This is an optimization exercise on Yosys and OpenROAD, whose aim is small area, not a production implementation. Function was checked by simulation only, so behaviour that the tests miss may differ from the original. Power is estimated from default activity; no workload was simulated.

==> flow/design.v (excerpt) <==
module processor (
    input clk, reset,
    output [31:0] Result,        
    output [7:0] pc,             
    input [31:0] instruction,    
    output mem_read,             
    output mem_write,            
    output [31:0] mem_wdata,     
    input [31:0] mem_rdata       
);
    wire        reg_write;
    wire [31:0] reg1, reg2, wb_data;
    Controller controller (
        .Opcode(instruction[6:0]),
        .RegWrite(reg_write),
        .MemRead(mem_read),
        .MemWrite(mem_write)
    );
    PCReg pc_reg (
        .clk(clk),
        .reset(reset),
        .pc(pc)
    );
    RegFile reg_file (
        .clk(clk),
        .reset(reset),
        .rg_wrt_en(reg_write),
        .rg_rd_addr1(instruction[19:15]),
        .rg_rd_addr2(instruction[24:20]),
        .rg_wrt_addr(instruction[11:7]),
        .rg_wrt_data(wb_data),
        .rg_rd_data1(reg1),
        .rg_rd_data2(reg2)
    );
    alu_32 alu (
        .ins(instruction),
  ...
For scale: about 1,000 flip-flops, ~140 I/O pins.
export LEC_CHECK = 0
export CAP_MARGIN = 10
export CORE_MARGIN = 2
export CORE_UTILIZATION = 45
export CTS_CLUSTER_DIAMETER = 100
export CTS_CLUSTER_SIZE = 26
export SLEW_MARGIN = 10
export SYNTH_HIERARCHICAL = 1
create_clock -name core_clock -period 14.0 [get_ports {clk}]
standard.sh (not shown) runs the stock make flow with config.mk's settings and CLKGATE_MAP_FILE= SYNTH_SCRIPT=/design/flow/synth_recipe.tcl, a recipe that flattens the netlist after the stock synthesis.
==> flow/flow/run.sh <==
#!/bin/bash
set -euo pipefail
export BUFFER_PORTS_ARGS="-buffer_cell sky130_fd_sc_hd__buf_1"
bash standard.sh > standard.log 2>&1
The first run ran to the end with no violations.
Change:
Settings changed: CAP_MARGIN 10 to 5, CORE_UTILIZATION 45 to 50, SLEW_MARGIN 10 to 5.
Now the flow ran to the end with violations: capacitance limit, slew limit.
Core utilization rises by 5.8 points.
Total power is about the same.
Area after synthesis stays the same.
Sequential share of layout area falls by 0.14 points.
Wire length rises by 6.8%.
Clock skew falls by 6.7 ps.
Synthesized cell count does not change.

* * *

Another version of the RTL of processor (not shown whole).
For scale: ~3700 cells after synthesis, roughly 1000 flip-flops.
==> flow/config.mk <==
export PLATFORM = sky130hd
export DESIGN_NAME = processor
export DESIGN_NICKNAME = processor
export VERILOG_FILES = /design/flow/design.v
export SDC_FILE = /design/flow/constraint.sdc
export NUM_CORES = 4
export LEC_CHECK = 0
export CAP_MARGIN = 10
export CORE_MARGIN = 2
export CORE_UTILIZATION = 45
export CTS_CLUSTER_DIAMETER = 100
export CTS_CLUSTER_SIZE = 26
export SLEW_MARGIN = 10
export SYNTH_HIERARCHICAL = 1
==> flow/constraint.sdc <==
create_clock -name core_clock -period 14.0 [get_ports {clk}]
set_input_delay 2.8000 -clock core_clock [delete_from_list [all_inputs] [get_ports {clk}]]
set_output_delay 2.8000 -clock core_clock [all_outputs]
set_load 0.01 [all_outputs]
==> flow/flow/run.sh <==
#!/bin/bash
set -euo pipefail
export BUFFER_PORTS_ARGS="-buffer_cell sky130_fd_sc_hd__buf_1"
export CTS_ARGS="-sink_clustering_enable -repair_clock_nets -sink_clustering_size 26 -sink_clustering_max_diameter 100 -dont_use_dummy_load"
bash standard.sh > standard.log 2>&1
Change:
==> flow/flow/run.sh (replaced) <==
#!/bin/bash
set -euo pipefail
export BUFFER_PORTS_ARGS="-buffer_cell sky130_fd_sc_hd__buf_1"
bash standard.sh > standard.log 2>&1
- CAP_MARGIN: 10 -> 5
- SLEW_MARGIN: 10 -> 5
=> The new run finished with timing, DRC and antenna clean; final area hardly moves; worst setup slack improved by 0.047 ns; global-route usage hardly moves; power rises by 1.4%; cell count is about the same; maximum frequency grows by 0.41%; wire length stays flat; combinational power is about the same; via count stays flat; first-iteration DRC count came out higher by 4.3%.
Change:
--- a/flow/flow/run.sh
+++ b/flow/flow/run.sh
@@ -3,0 +4 @@
+export CTS_ARGS="-sink_clustering_enable -repair_clock_nets -sink_clustering_size 26 -sink_clustering_max_diameter 100 -dont_use_dummy_load"
First-iteration DRC count drops by a few percent.
Sequential share of layout area barely changes.
Routed wire length is about the same.
Power came out lower slightly.
Change:
==> flow/flow/run.sh (replaced) <==
#!/bin/bash
set -euo pipefail
export BUFFER_PORTS_ARGS="-buffer_cell sky130_fd_sc_hd__buf_1"
bash standard.sh > standard.log 2>&1
- CAP_MARGIN: 5 -> 10
- SLEW_MARGIN: 5 -> 10
First-iteration DRC count goes up by 4.3%.
Clock skew goes down by 0.023 ns.
Worst setup slack improved by 0.047 ns.
Sequential share of layout area stays flat.
Die area is unchanged.
Via count stays flat.
Global-route usage barely changes.
Final area is about the same.

afterwards: timing with drivers on the ports:
In the flow no input, the clock included, has a driving cell. The finished layouts below were timed again as built, in two steps. Step 1 assumes that a clkbuf_16 drives the clock port and a buf_2 every other input. Step 2, shift: input delay + t, output delay - t, t = (earliest + latest rising clock arrival at the registers) / 2. This alone moves slack from input paths to output paths. Three values: no drivers, after step 1, after step 2; two values: the first two.
| run | t, ns | slack for setup (ns) | worst slew at a driven data input, ns |
|---|---|---|---|
| the first run of note 1 | 0.733 | 2.865 / 2.739 / 2.739 | 0.14 |
| the second run of note 1 | 0.732 | 2.447 / 2.311 / 2.311 | 0.14 |
| the first run of note 2 | 0.708 | 2.586 / 2.476 / 2.476 | 0.14 |
| the second run of note 2 | 0.722 | 2.633 / 2.513 / 2.513 | 0.13 |
| the third run of note 2 | 0.708 | 2.586 / 2.476 / 2.476 | 0.14 |
| the fourth run of note 2 | 0.722 | 2.633 / 2.513 / 2.513 | 0.13 |
For the second run of note 1, which loses most, drivers alone change the setup slack by -0.136 ns; drivers and shift together by -0.136 ns.
